Background: an optimization exercise with open tools, aiming at small area and a short achievable clock period. Do not read the settings as production practice.
Where RTL was checked, it was by simulation tests only, not by an equivalence proof against the original.
For run 2, only the layout was checked, not whether the RTL still works.
The clock input has no modelled driver; a real chip could not lean on it and would need a root buffer or a full tree.
Power and IR drop assume default switching activity.

[design/flow/flow/clock_top.tcl]
# Sourced by ORFS's cts.tcl after clock_tree_synthesis (POST_CTS_TCL, with
# SKIP_CTS_REPAIR_TIMING=1). TritonCTS builds a buffer tree: one root, a level
# of branch buffers, and leaf buffers that drive the registers. This replaces
# the root by four inverters driven by the clock port, each driving a group
# of branch buffers, and swaps the branch buffers for inverters, so the clock
# still reaches every register true, through three cells. Then it legalizes
# and runs the post-CTS timing repair that cts.tcl skipped.

set ::clock_top_root_cell sky130_fd_sc_hd__clkinv_16
set ::clock_top_branch_cell sky130_fd_sc_hd__clkinv_16
set ::clock_top_roots 4

proc clock_top_is_buf {inst} {
  return [string match "sky130_fd_sc_hd__clkbuf*" [[$inst getMaster] getName]]
}

# the clock buffers level by level from the port
proc clock_top_levels {clknet} {
  set levels {}
  set frontier [list $clknet]
  while {[llength $frontier]} {
    set next {}
    set lvl {}
    foreach net $frontier {
      foreach it [$net getITerms] {
        if {![$it isInputSignal]} continue
        set inst [$it getInst]
        if {![clock_top_is_buf $inst]} continue
        lappend lvl $inst
        lappend next [[$inst findITerm X] getNet]
      }
    }
    if {[llength $lvl]} { lappend levels $lvl }
    set frontier $next
  }
  return $levels
}

# replace buffer instances by inverters of the given master, in place
proc clock_top_to_inv {insts cell} {
  set block [ord::get_db_block]
  set master [[ord::get_db] findMaster $cell]
  set new {}
  foreach inst $insts {
    set innet [[$inst findITerm A] getNet]
    set onet [[$inst findITerm X] getNet]
    set loc [$inst getLocation]
    set name [$inst getName]
    foreach it [$inst getITerms] { if {[$it getNet] ne "NULL"} { $it disconnect } }
    odb::dbInst_destroy $inst
    set ni [odb::dbInst_create $block $master $name]
    $ni setLocation [lindex $loc 0] [lindex $loc 1]
    $ni setPlacementStatus PLACED
    if {$innet ne "NULL"} { [$ni findITerm A] connect $innet }
    [$ni findITerm Y] connect $onet
    lappend new $ni
  }
  return $new
}

# k-means of instance centres into k groups: {assignment centres}
proc clock_top_kmeans {insts k} {
  set pts {}
  foreach l $insts {
    set b [$l getBBox]
    lappend pts [list [expr {([$b xMin] + [$b xMax]) / 2.0}] [expr {([$b yMin] + [$b yMax]) / 2.0}]]
  }
  set n [llength $pts]
  set sorted [lsort -real -index 0 $pts]
  set centers {}
  for {set i 0} {$i < $k} {incr i} { lappend centers [lindex $sorted [expr {int(($i + 0.5) * $n / $k)}]] }
  for {set iter 0} {$iter < 50} {incr iter} {
    set assign {}
    foreach p $pts {
      set best 0
      set bd 1e30
      for {set c 0} {$c < $k} {incr c} {
        set d [expr {abs([lindex $p 0] - [lindex $centers $c 0]) + abs([lindex $p 1] - [lindex $centers $c 1])}]
        if {$d < $bd} { set bd $d; set best $c }
      }
      lappend assign $best
    }
    set nc {}
    for {set c 0} {$c < $k} {incr c} {
      set sx 0
      set sy 0
      set m 0
      foreach p $pts a $assign {
        if {$a == $c} { set sx [expr {$sx + [lindex $p 0]}]; set sy [expr {$sy + [lindex $p 1]}]; incr m }
      }
      if {$m} { lappend nc [list [expr {$sx / $m}] [expr {$sy / $m}]] } else { lappend nc [lindex $centers $c] }
    }
    set centers $nc
  }
  return [list $assign $centers]
}

proc clock_top_rebuild {} {
  global clock_top_root_cell clock_top_branch_cell clock_top_roots
  set block [ord::get_db_block]
  set clknet [$block findNet clk]
  set levels [clock_top_levels $clknet]
  puts "clock_top: buffers per level: [lmap l $levels {llength $l}]"
  if {[llength $levels] < 3 || [llength [lindex $levels 0]] != 1} {
    puts "clock_top: tree left as TritonCTS built it"
    return
  }
  set root [lindex $levels 0 0]
  set onet [[$root findITerm X] getNet]
  foreach it [$root getITerms] { if {[$it getNet] ne "NULL"} { $it disconnect } }
  odb::dbInst_destroy $root
  odb::dbNet_destroy $onet
  set branches [clock_top_to_inv [lindex $levels 1] $clock_top_branch_cell]
  set k [expr {min($clock_top_roots, [llength $branches])}]
  set r [clock_top_kmeans $branches $k]
  set master [[ord::get_db] findMaster $clock_top_root_cell]
  for {set c 0} {$c < $k} {incr c} {
    set inst [odb::dbInst_create $block $master "clkroot_$c"]
    $inst setLocation [expr {int([lindex $r 1 $c 0])}] [expr {int([lindex $r 1 $c 1])}]
    $inst setPlacementStatus PLACED
    set net [odb::dbNet_create $block "clknet_root_$c"]
    $net setSigType CLOCK
    [$inst findITerm A] connect $clknet
    [$inst findITerm Y] connect $net
    set n 0
    foreach b $branches a [lindex $r 0] {
      if {$a == $c} { [$b findITerm A] connect $net; incr n }
    }
    puts "clock_top: root $c drives $n branch inverters"
  }
}

clock_top_rebuild
detailed_placement
estimate_parasitics -placement
report_clock_latency
repair_timing_helper
detailed_placement
check_placement -verbose
[design/flow/flow/run.sh]
#!/bin/bash
# The standard layout (standard.sh) with these changes:
#  - synthesis maps the logic with an area-oriented ABC script (abc.script
#    here, in place of ORFS's abc_speed.script); every other synthesis step,
#    and so every register, is the standard synthesis's;
#  - ports are buffered with buf_4 cells;
#  - TritonCTS builds the clock tree from larger sink clusters, without
#    dummy loads; clock_top.tcl then replaces its root by four inverters on
#    the clock port and its branch buffers by inverters, and runs the
#    post-CTS timing repair.
# Each make run writes its output to a log here; each ORFS step keeps its
# own log under orfs/logs/.
set -euo pipefail
here=$(pwd)
rm -rf "$here/scripts_abc"
cp -r "$FLOW_HOME/scripts" "$here/scripts_abc"
cp "$here/flow/abc.script" "$here/scripts_abc/abc_speed.script"
bash standard.sh "SCRIPTS_DIR=$here/scripts_abc" synth > synth.log 2>&1
export BUFFER_PORTS_ARGS="-buffer_cell sky130_fd_sc_hd__buf_4"
export CTS_ARGS="-sink_clustering_enable -repair_clock_nets -dont_use_dummy_load -buf_list {sky130_fd_sc_hd__clkbuf_16 sky130_fd_sc_hd__clkbuf_8 sky130_fd_sc_hd__clkbuf_4} -root_buf sky130_fd_sc_hd__clkbuf_16 -sink_clustering_buffer sky130_fd_sc_hd__clkbuf_16 -sink_buffer_max_cap_derate 1.0 -sink_clustering_size 25 -sink_clustering_max_diameter 70"
export SKIP_CTS_REPAIR_TIMING=1
export POST_CTS_TCL="$here/flow/clock_top.tcl"
bash standard.sh finish > make.log 2>&1
[design/flow/design.v]
module SPI_RAM(din,clk,rst_n,rx_valid,dout);
input [9:0] din;
input clk,rst_n,rx_valid;
output reg [7:0] dout;
reg [3:0] cnt;            
reg [7:0] wr_addr;
reg wz;                   
reg [7:0] rd_addr;
reg wp;                   
reg [7:0] wdata;
reg [7:0] rm;             
reg [7:0] rs;             
reg wr, wr_n;             
wire [7:0] wd = wdata ^ {8{~cnt[3]}};
wire [3:0] cntm2 = cnt - 4'd2;
wire [7:0] tap [0:31];
genvar r;
generate
    for (r = 0; r < 32; r = r + 1) begin : ring
        reg [63:0] q;     
        wire sel = (wr_addr[7:3] == r);
        wire a = sel & wr;
        wire b = ~sel | wr_n;
        always @(posedge clk)
            q <= {q[55:0], ~((q[63:56] | {8{a}}) & (wd | {8{b}}))};
        assign tap[r] = q[7:0];
    end
endgenerate
wire put = rx_valid && din[9:8] == 2'b01;
wire at1 = (cnt[2:0] + 3'd1 == wr_addr[2:0]);
wire wp_nx = (rst_n & put) | (wp & ~wr);
wire wr_nx = (rst_n & put & at1) | (wp & ~wr & at1);
always @(posedge clk)
    cnt <= cnt + 4'd1;
always @(posedge clk) begin
    wp   <= wp_nx;
    wr   <= wr_nx;
    wr_n <= ~wr_nx;
    if (put)
        wdata <= din[7:0];
    if (rx_valid && din[9:8] == 2'b00)
        wr_addr <= din[7:0];
    else if (wz && !wp)
        wr_addr <= 8'd0;
    wz <= ~rst_n | (wz & ~(rx_valid && din[9:8] == 2'b00));
    rd_addr <= {8{rst_n}} & ((rx_valid && din[9:8] == 2'b10) ? din[7:0] : rd_addr);
    rm <= tap[rd_addr[7:3]];
    if (cntm2[2:0] == rd_addr[2:0])
        rs <= rm ^ {8{cntm2[3]}};
    if (rx_valid && din[9:8] == 2'b11)
        dout <= rs;
end
endmodule
module SPI_Slave(MOSI,clk,SS_n,tx_data,rst_n,MISO,rx_valid,rx_data);
    input MOSI,clk,SS_n,rst_n;
    input [7:0] tx_data;
    output reg MISO,rx_valid;
    output [9:0] rx_data;
localparam IDLE  = 3'd0;
localparam CHK   = 3'd1;
localparam WRITE = 3'd2;
localparam RDATA = 3'd3;
localparam RADD  = 3'd4;
reg [2:0] cs;
reg [3:0] bit_count;
reg read_ctrl;            
reg is_read_cmd;          
reg flag;                 
reg b0;                   
reg [9:0] sh;             
wire idle  = (cs == IDLE);
wire chk   = (cs == CHK);
wire wpath = (cs == WRITE);
wire rdata = (cs == RDATA);
wire radd  = (cs == RADD);
wire bc9   = (bit_count == 4'd9);
wire bc10  = (bit_count == 4'd10);
assign rx_data = {sh[9:1], wpath ? b0 : sh[0]};
wire cap = rx_valid & rx_data[9] & rx_data[8];
reg [2:0] cs_go;
always @* begin
    case (cs)
        IDLE:  cs_go = CHK;
        CHK:   cs_go = is_read_cmd ? (read_ctrl ? RDATA : RADD) : WRITE;
        WRITE, RADD, RDATA: cs_go = bc10 ? IDLE : cs;
        default: cs_go = IDLE;
    endcase
end
wire miso_go   = ~idle & ((rdata & ~bc10) ? (flag & ~bit_count[3] & tx_data[~bit_count[2:0]]) : MISO);
wire miso_hold = ~idle & MISO;
wire rc_go     = (radd & bc9) | (read_ctrl & ~(rdata & bc9));
wire fl_keep   = flag | cap;
wire fl_go     = fl_keep & ~(rdata & bc9);
wire rv_go     = (wpath | radd) & bc9;
always @(posedge clk)
    sh <= {sh[8:0], MOSI};
always @(posedge clk) begin
    cs          <= (rst_n & ~SS_n) ? cs_go : IDLE;
    MISO        <= rst_n & (SS_n ? miso_hold : miso_go);
    read_ctrl   <= rst_n & (SS_n ? read_ctrl : rc_go);
    flag        <= rst_n & (SS_n ? fl_keep : fl_go);
    rx_valid    <= rst_n & ~SS_n & rv_go;
    is_read_cmd <= rst_n & ((chk & ~SS_n) ? MOSI : is_read_cmd);
    b0          <= rst_n & ((rx_valid & wpath) ? sh[0] : b0);
end
always @(posedge clk) begin
    if (chk)
        bit_count <= 4'd0;
    else
        bit_count <= bit_count + 4'd1;
end
endmodule
module TopModule(MOSI,clk,SS_n,rst_n,MISO);
    input MOSI,clk,SS_n,rst_n;
    output MISO;
    wire [9:0] rx_data;
    wire rx_valid;
    wire [7:0] tx_data;
    SPI_Slave spi_slave (MOSI,clk,SS_n,tx_data,rst_n,MISO,rx_valid,rx_data);
    SPI_RAM ram(rx_data,clk,rst_n,rx_valid,tx_data);
endmodule
[design/flow/constraint.sdc]
create_clock -name core_clock -period 7.0 [get_ports {clk}]
set_input_delay 1.4000 -clock core_clock [delete_from_list [all_inputs] [get_ports {clk}]]
set_output_delay 1.4000 -clock core_clock [all_outputs]
set_load 0.01 [all_outputs]
[design/flow/standard.sh]
#!/bin/bash
# synth_recipe.tcl (not shown) runs the flow's synth.tcl, then flattens the netlist and writes it again
# the make line also repeats each setting of config.mk as NAME=value (left out here)
make -C /OpenROAD-flow-scripts/flow DESIGN_CONFIG=/design/flow/config.mk WORK_HOME=/design/flow/orfs CLKGATE_MAP_FILE= SYNTH_SCRIPT=/design/flow/synth_recipe.tcl "${@:-finish}"
[design/flow/flow/abc.script]
&get -n
&st
&syn2
&dch -f
&nf -a -R 100
&st
&syn2
&dch -f
&nf -a -R 100
&put
buffer -c
topo
stime -c
upsize -c
dnsize -c
[design/flow/config.mk]
export PLATFORM = sky130hd
export DESIGN_NAME = TopModule
export DESIGN_NICKNAME = TopModule
export VERILOG_FILES = /design/flow/design.v
export SDC_FILE = /design/flow/constraint.sdc
export NUM_CORES = 8
export LEC_CHECK = 0
export CAP_MARGIN = 30
export CORE_MARGIN = 2
export CORE_UTILIZATION = 40
export SETUP_SLACK_MARGIN = 4.8
export SLEW_MARGIN = 20
==> impl_metrics.toml, run 1 <==
[logic_synthesis]
synth_top_area_share_pct = 88.1
ys_warn_count = 2
synth-main-ff-cell = "dfxtp_1"
syn_area_per_cell_um2 = 16.5
synth_area_leader_cell = "dfxtp_1"
synth_cells = 2889
synth_area_leaders = "dfxtp_1 88%, o22ai_1 3.4%, edfxtp_1 2.0%"
synth_fp_nets = 2899
synth_cell_types = 47
async_reset_ff_share_pct = 0
seq_area_frac_synth_pct = 90.2
ys_top_cells_by_count = "2095 x dfxtp_1, 256 x o22ai_1, 96 x nor2_1"
synth_enable_flop_cells = 32
yosysMostFrequentCell = "dfxtp_1"
ys_seq_elements = 2127
syn_area_um2 = 47600

[timing]
finalCriticalPeriod_ns = 2.31
hold_viol = 0
period_share_pct = 33.0
skew_ns = 0.0324
fin_tns_setup_ns = 0
slew_viol_final = 0
max_freq_mhz = 433
rsz0062_at_grt = "yes"
tightest_slew_ns = 0.976
post-route-worst-setup-slack_ns = 4.69
slew-limit-headroom_pct = 34.7
setup_violations = 0

[detailed_routing]
drc = 0
wl_per_cell_um = 19.5
drtAntennaViolNets = 0
drt_iter0_markers = 1664
via_per_inst = 4.51
vias = 20300
first_pass_iters = 5
finalWirelength_mm = 87.6

[worst_setup_path]
crit_path_frequent_cell = "nor2_1"
endpoint_kind = "flop"
rr_endpoint = "ram.rm[6]"
r2r-start = "ram.rd_addr[4]"
path_cells = "nand3b_1, nor2_1, a22o_1, a221oi_1, nand4_1, nor3_2, nor2_1"
crit_path_max_incr_delay_ns = 0.42
startpoint = "ram.rd_addr[4]"
r2r_slack_ns = 4.69
reg2regPathDepth = 7
worstPathMaxFanout = 9
crit_required_ns = 7.24
crit_arrival_ns = 2.55
crit_slowest_cell = "dfxtp_2"
critPathKind = "reg -> reg"
cp-start-kind = "flop"

[grt]
grt_usage_pct = 14.2
grt_pass1_vias = 19500
grt_start_max_net_pins = 33
grt_pass1_wl_mm = 127
globalRouteOverflowTotal = 0
antenna_found_initial = 5

[placed_design]
pre_cts_slack_ns = 4.34
place_congestion = 0.893
port_buffers = 4
hpwlAfterDp_mm = 57.3
placed_area_um2 = 49500

[cells_and_area]
area_growth_pct = 10.4
nNetsFinal = 2979
post-route-util_pct = 44.5
drive_above_1_share_pct = 7.68
final_area_um2 = 52500
num_antenna_cells = 0

[clock_tree]
cts.sinks = 2127
clk_pin_slew_ns = 0.10
insertion_delay_ns = 0.38

[floorplan]
row_count = 126
io_pins = 5
die_width_um = 349
die_h_um = 349
core-area_um2 = 118000
start_util_pct = 40.3
fp.dieArea_um2 = 122000

[power]
p_leak_uw = 0.0200
vdd_drop_max_mv = 0.202
power.density_nw_per_um2 = 351

[min_path]
min_to = "ram.ring[21].q[27]"
hold_class = "reg -> reg"
hold_path.startpoint = "ram.ring[21].q[19]"
min_path_cells = 0

[flow_run]
cap_violations = 0

[status]
status = "complete, no violations"
layout by cell type, fill, tap and decap left out, drive strengths merged, types with 3 or more instances in the layout:
cell / count
buf: 23
a21oi: 9
a221oi: 61
nand2: 71
clkinv: 12
nor3: 11
ha: 6
nand2b: 9
a22oi: 5
dfxtp: 2095
nor4: 3
inv: 12
a22o: 54
nand3: 8
nand4: 18
xnor2: 24
nand3b: 4
nor2b: 7
nor2: 104
clkbuf: 90
o22ai: 256
o22a: 7
or2: 3
xor2: 4
edfxtp: 32
and2: 7
o21ai: 14
worst max-delay path: cells and delay by family, from the launching register on:
kind	cells	cell delay [ns]
AND/OR/NAND/NOR	5	1.16
AO/OA/AOI/OAI	2	0.62
flip-flops	1	0.42
sequential cells by signal, indices dropped and copies added (netlist names), 3 cells and up:
signal               flops
ram.cnt                  4
ram.dout                 8
ram.rd_addr              8
ram.ring.q            2048
ram.rm                   8
ram.rs                   8
ram.wdata                8
ram.wr_addr              8
spi_slave.bit_count      4
spi_slave.cs             3
spi_slave.sh            10
power by group:
group | internal [µW] | switching [µW]
registers | 12300 | 104
logic | 62.9 | 107
clock network | 2420 | 3450
per-stage QoR:
step,hold slack (ns),power (µW),std cells
2_1_floorplan,0.310,12700,2889
3_3_place_gp,0.310,12800,4398
3_5_place_dp,0.312,12800,4400
5_1_grt,0.314,19100,4503
6_report,0.308,18400,4503
metal layers:
layer	global-route usage (%)	routed length (µm)	up-vias
met5	0	0	-
met2	20.9	36100	433
met4	6.06	3480	0
met3	1.80	3680	163
li1	-	-	9836
met1	21.0	44400	9889
cell families (layout without fill, tap and decap cells):
logic type,after synthesis,count (layout),share of synthesized area [%]
buffers and inverters,59,137,0.528
muxes,4,4,0.139
AOI/OAI and AO/OA,411,411,6.03
xor gates and xnor gates,28,28,0.515
and+or+nand+nor,254,254,2.48
DFF,2127,2127,90.2
adders and majority gates,6,6,0.158
worst max-delay path by stage:
stage | endpoint | slack [ns] | cells after the start
final | ram.rm[6] | 4.69 | 7
after global routing | ram.rm[6] | 4.67 | 7
after detailed placement | ram.rm[4] | 4.34 | 6
after global placement | ram.rm[4] | 4.33 | 6
after floorplan | spi_slave.MISO | 4.91 | 3
area by class of cell, without the clock buffers:
| class | count | area (µm²) |
|---|---|---|
| fillers | 10200 | 65600 |
| inverters | 24 | 405 |
| multi-input cells | 703 | 4880 |
| flip-flops and latches | 2127 | 42900 |
| well taps | 1536 | 1920 |
| repair buffers | 24 | 179 |
==> inputs of run 2 (changes only) <==
--- a/design/flow/design.v
+++ b/design/flow/design.v
@@ -26,6 +26,16 @@
         assign tap[r] = q[7:0];
     end
 endgenerate
+wire [31:0] rsel;
+wire [255:0] taps;
+wire [7:0] rmux;
+generate
+    for (r = 0; r < 32; r = r + 1) begin : rdec
+        assign rsel[r] = (rd_addr[7:3] == r);
+        assign taps[8*r+7:8*r] = tap[r];
+    end
+endgenerate
+rdmux rd_mux(rsel, taps, rmux);
 wire put = rx_valid && din[9:8] == 2'b01;
 wire at1 = (cnt[2:0] + 3'd1 == wr_addr[2:0]);
 wire wp_nx = (rst_n & put) | (wp & ~wr);
@@ -44,11 +54,28 @@
         wr_addr <= 8'd0;
     wz <= ~rst_n | (wz & ~(rx_valid && din[9:8] == 2'b00));
     rd_addr <= {8{rst_n}} & ((rx_valid && din[9:8] == 2'b10) ? din[7:0] : rd_addr);
-    rm <= tap[rd_addr[7:3]];
+    rm <= rmux;
     if (cntm2[2:0] == rd_addr[2:0])
         rs <= rm ^ {8{cntm2[3]}};
     if (rx_valid && din[9:8] == 2'b11)
         dout <= rs;
+end
+endmodule
+module rdmux(sel,d,y);
+input [31:0] sel;
+input [255:0] d;
+output reg [7:0] y;
+integer g, b;
+reg [10:0] grp;
+always @* begin
+    for (b = 0; b < 8; b = b + 1) begin
+        for (g = 0; g < 10; g = g + 1)
+            grp[g] = ~((sel[3*g] & d[8*(3*g)+b]) |
+                       (sel[3*g+1] & d[8*(3*g+1)+b]) |
+                       (sel[3*g+2] & d[8*(3*g+2)+b]));
+        grp[10] = ~((sel[30] & d[8*30+b]) | (sel[31] & d[8*31+b]));
+        y[b] = ~&grp;
+    end
 end
 endmodule
 module SPI_Slave(MOSI,clk,SS_n,tx_data,rst_n,MISO,rx_valid,rx_data);
==> design/flow/flow/run.sh (replaced) <==
#!/bin/bash
# The standard layout (standard.sh) with these changes:
#  - synthesis maps the logic with an area-oriented ABC script (abc.script
#    here, in place of ORFS's abc_speed.script), and maps the read mux
#    (module rdmux, kept apart until the final flatten) with abc_mux.script;
#    every other synthesis step, and so every register, is the standard
#    synthesis's;
#  - ports are buffered with buf_4 cells;
#  - TritonCTS builds the clock tree from larger sink clusters, without
#    dummy loads; clock_top.tcl then replaces its root by four inverters on
#    the clock port and its branch buffers by inverters, and runs the
#    post-CTS timing repair.
# Each make run writes its output to a log here; each ORFS step keeps its
# own log under orfs/logs/.
set -euo pipefail
here=$(pwd)
rm -rf "$here/scripts_abc"
cp -r "$FLOW_HOME/scripts" "$here/scripts_abc"
cp "$here/flow/abc.script" "$here/scripts_abc/abc_speed.script"
cp "$here/flow/abc_mux.script" "$here/scripts_abc/abc_mux.script"
# the read mux (module rdmux) is kept apart and mapped without restructuring
sed -i 's|^  log_cmd abc {\*}\$abc_args$|  log_cmd abc {*}[lreplace $abc_args 1 1 $::env(SCRIPTS_DIR)/abc_mux.script] rdmux\n  log_cmd abc {*}$abc_args $::env(DESIGN_NAME)|' "$here/scripts_abc/synth.tcl"
grep -q abc_mux.script "$here/scripts_abc/synth.tcl"
bash standard.sh "SCRIPTS_DIR=$here/scripts_abc" SYNTH_KEEP_MODULES=rdmux synth > synth.log 2>&1
export BUFFER_PORTS_ARGS="-buffer_cell sky130_fd_sc_hd__buf_4"
export CTS_ARGS="-sink_clustering_enable -repair_clock_nets -dont_use_dummy_load -buf_list {sky130_fd_sc_hd__clkbuf_16 sky130_fd_sc_hd__clkbuf_8 sky130_fd_sc_hd__clkbuf_4} -root_buf sky130_fd_sc_hd__clkbuf_16 -sink_clustering_buffer sky130_fd_sc_hd__clkbuf_16 -sink_buffer_max_cap_derate 1.0 -sink_clustering_size 30 -sink_clustering_max_diameter 80"
export SKIP_CTS_REPAIR_TIMING=1
export POST_CTS_TCL="$here/flow/clock_top.tcl"
bash standard.sh finish > make.log 2>&1
==> design/flow/flow/abc_mux.script (new file) <==
&get -n
&st
&nf -a -R 100
&put
buffer -c
topo
stime -c
upsize -c
dnsize -c
==> run 2 against run 1 <==
Net effect: still clean on timing, DRC and antenna; first-iteration DRC count is 5.6% higher; total power decreased by 2.6%; flip-flop and latch count unchanged; die area about the same; clock skew up 0.039 ns; clock power shrank 8.3%; critical path depth shrank 1; routed wire length down 3.4%; hold slack worse by 0.063 ns; cell area shrank 0.83%; setup slack got worse by 0.16 ns; critical endpoint is now ram.rm[4].
==> impl_metrics.toml, run 2 <==
[placed_design]
hpwlAfterDp_mm = 54.8
placed_area_um2 = 49400
port_buffers = 4
place_congestion = 0.837
dp_cells = 4359

[timing]
finalCriticalPeriod_ns = 2.47
max_freq_mhz = 405
hold_viol = 0
fin_tns_setup_ns = 0
tightest_slew_ns = 1.16
period_share_pct = 35.3
slew-limit-headroom_pct = 22.6
setup_violations = 0
rsz0062_at_grt = "yes"
skew_ns = 0.0709
slew_viol_final = 0

[logic_synthesis]
ys_top_cells_by_count = "2095 x dfxtp_1, 256 x o22ai_1, 80 x a222oi_1"
synth_compound_area_share_pct = 5.52
syn_area_per_cell_um2 = 16.6
synth_fp_nets = 2873
synth_top_area_share_pct = 88.2
syn_area_um2 = 47600
yosys.area_share.simple_pct = 2.61
ys_warn_count = 3
ys_seq_elements = 2127
seq_area_frac_synth_pct = 90.2
synth-main-ff-cell = "dfxtp_1"
synth_area_leaders = "dfxtp_1 88%, o22ai_1 3.4%, edfxtp_1 2.0%"
yosysMostFrequentCell = "dfxtp_1"
synth_area_leader_cell = "dfxtp_1"
async_reset_ff_share_pct = 0
synth_mux_area_share_pct = 0.153
synth_top_family_by_area = "compound AO/OA/AOI/OAI gates"
synth_adder_area_share_pct = 0.158
synth_xor_area_share_pct = 0.555
synth_enable_flop_cells = 32
synth_cell_types = 48
synth_cells = 2863

[grt]
globalRouteOverflowTotal = 0
antenna_found_initial = 0
grt_pass1_wl_mm = 125
grt_start_max_net_pins = 33
grt_pass1_vias = 19400
grt_usage_pct = 13.7

[floorplan]
row_count = 126
core-area_um2 = 118000
fp.dieArea_um2 = 122000
die_width_um = 349
die_h_um = 349
start_util_pct = 40.3
io_pins = 5

[clock_tree]
insertion_delay_ns = 0.36
cts.sinks = 2127
clk_pin_slew_ns = 0.11

[worst_setup_path]
critical_path_buf_inv_count = 0
crit_family = "simple AND/OR/NAND/NOR gates"
cp-start-kind = "flop"
crit_arrival_ns = 2.71
crit_slowest_cell = "a222oi_1"
rr_endpoint = "ram.rm[4]"
reg2regPathDepth = 6
crit_path_frequent_cell = "nand4_1"
endpoint_kind = "flop"
r2r_slack_ns = 4.53
worstPathMaxFanout = 8
crit_path_max_incr_delay_ns = 0.72
r2r-start = "ram.rd_addr[5]"
critPathKind = "reg -> reg"
crit_required_ns = 7.24
path_cells = "nand2_1, nor2_4, a222oi_1, nand4_1, nor2_2, nand4_1"

[detailed_routing]
drtAntennaViolNets = 0
first_pass_iters = 7
wl_per_cell_um = 18.9
drt_iter0_markers = 1758
vias = 20300
drc = 0
via_per_inst = 4.53
finalWirelength_mm = 84.6

[min_path]
hold_class = "reg -> reg"
min_to = "ram.ring[3].q[26]"
hold_path.startpoint = "ram.ring[3].q[18]"
min_path_cells = 0

[power]
power.density_nw_per_um2 = 345
vdd_drop_max_mv = 0.213
p_leak_uw = 0.0198

[cells_and_area]
nNetsFinal = 2947
final_cell_mix = "2088 x dfxtp_1, 256 x o22ai_1, 80 x a222oi_1"
layout_commonest_cell = "dfxtp_1"
instances_no_fill = 4472
reg.largest.list = "ram.ring.q x2048, spi_slave.sh x10"
area_growth_pct = 9.52
largest-register = "ram.ring.q"
post-route-util_pct = 44.2
drive_above_1_share_pct = 7.94
final_area_um2 = 52100
n_fill_cell = 10300
largest_register_ffs = 2048
multi_input_area_um2 = 4610
regArea_um2 = 42900

[flow_run]
cap_violations = 0

[status]
status = "complete, no violations"
[run 2: cell types whose count changed in the layout (fill, tap and decap cells not counted), sizes merged, moves of 5 or more]
cell	delta
a221oi	-61
a222oi	+80
a22o	-54
and2b	+5
buf	+29
clkbuf	-17
nand2	-15
nand4	+7
nor3	+6
o22a	-6
[run 2: modules after synthesis (local to each module, per instance)]
| module | copies in the design | cells inside | area, µm² | flops+latches |
|---|---|---|---|---|
| TopModule | 1 | 2721 | 46400 | 2127 |
| rdmux | 1 | 142 | 1160 | 0 |
[run 2: layout make-up, without the clock buffers]
type | instances | share of cell area (%)
inverters | 24 | 0.778
well taps | 1536 | 3.69
flip-flops and latches | 2127 | 82.4
repair buffers | 52 | 0.769
diodes | 1 | 0.00480
multi-input cells | 659 | 8.85
[run 2: worst max-delay path by stage]
stage | start | endpoint | slack [ns] | cells after the start
after global routing | ram.rd_addr[6] | ram.rm[2] | 4.58 | 7
after floorplan | SS_n | spi_slave.MISO | 5.06 | 2
after detailed placement | ram.rd_addr[3] | ram.rm[4] | 3.84 | 7
final | ram.rd_addr[5] | ram.rm[4] | 4.53 | 6
after global placement | ram.rd_addr[7] | ram.rm[4] | 3.60 | 6
[run 2: worst reg2reg max path: stages, from the launching register on]
cell and delay, ns:
dfxtp_4 0.38, nand2_1 0.21, nor2_4 0.14, a222oi_1 0.73, nand4_1 0.46, nor2_2 0.29, nand4_1 0.12
[run 2: per-layer routing]
| metal | up-vias | track usage, % | share of wire (%) |
|---|---|---|---|
| li1 | 9773 | - | - |
| met1 | 9934 | 20.3 | 50 |
| met2 | 424 | 20.9 | 43 |
| met3 | 130 | 1.58 | 4.4 |
| met4 | 0 | 4.24 | 3.1 |
| met5 | - | 0 | 0 |
[run 2: metrics by stage]
stage | total power [µW] | hold WS (ns) | setup WS (ns)
5_1_grt | 18600 | 0.250 | 4.58
2_1_floorplan | 12800 | 0.310 | 5.06
3_5_place_dp | 12800 | 0.312 | 3.84
6_report | 18000 | 0.245 | 4.53
3_3_place_gp | 12800 | 0.309 | 3.60
[run 2: cell families after synthesis]
kind of cell / after synthesis
compound gates: 370
flops: 2127
mux: 4
fa+ha+maj: 6
buf+inv: 77
simple gates: 251
xor+xnor: 28
[run 2: power by group]
group / internal (µW) / switching (µW)
sequential: 12300 / 97.7
combinational: 69.4 / 115
clock: 2040 / 3350

port drivers added, routing unchanged:
How much do the figures lean on ideal ports? The routed layouts below were timed once more, with nothing changed but the port constraints.
Step 1: set_driving_cell puts a clkbuf_16 on clk and a buf_2 on each other input, an assumption about the parent block.
Step 2, shift: input delay + t, output delay - t, t = (earliest + latest rising clock arrival at the registers) / 2. This alone moves slack from input paths to output paths.
Slacks: no drivers / after step 1 / after step 2; pairs: no drivers / after step 1.
| run | t, ns | slack for setup (ns) | worst slew at a driven data input, ns |
|---|---|---|---|
| run 1 | 0.627 | 4.689 / 4.547 / 4.526 | 0.03 |
| run 2 | 0.586 | 4.531 / 4.531 / 4.531 | 0.03 |
After both steps setup and hold are still met in every run listed. The setup slack of run 1, which loses most, moves by -0.142 ns with the drivers and by -0.163 ns with both steps.
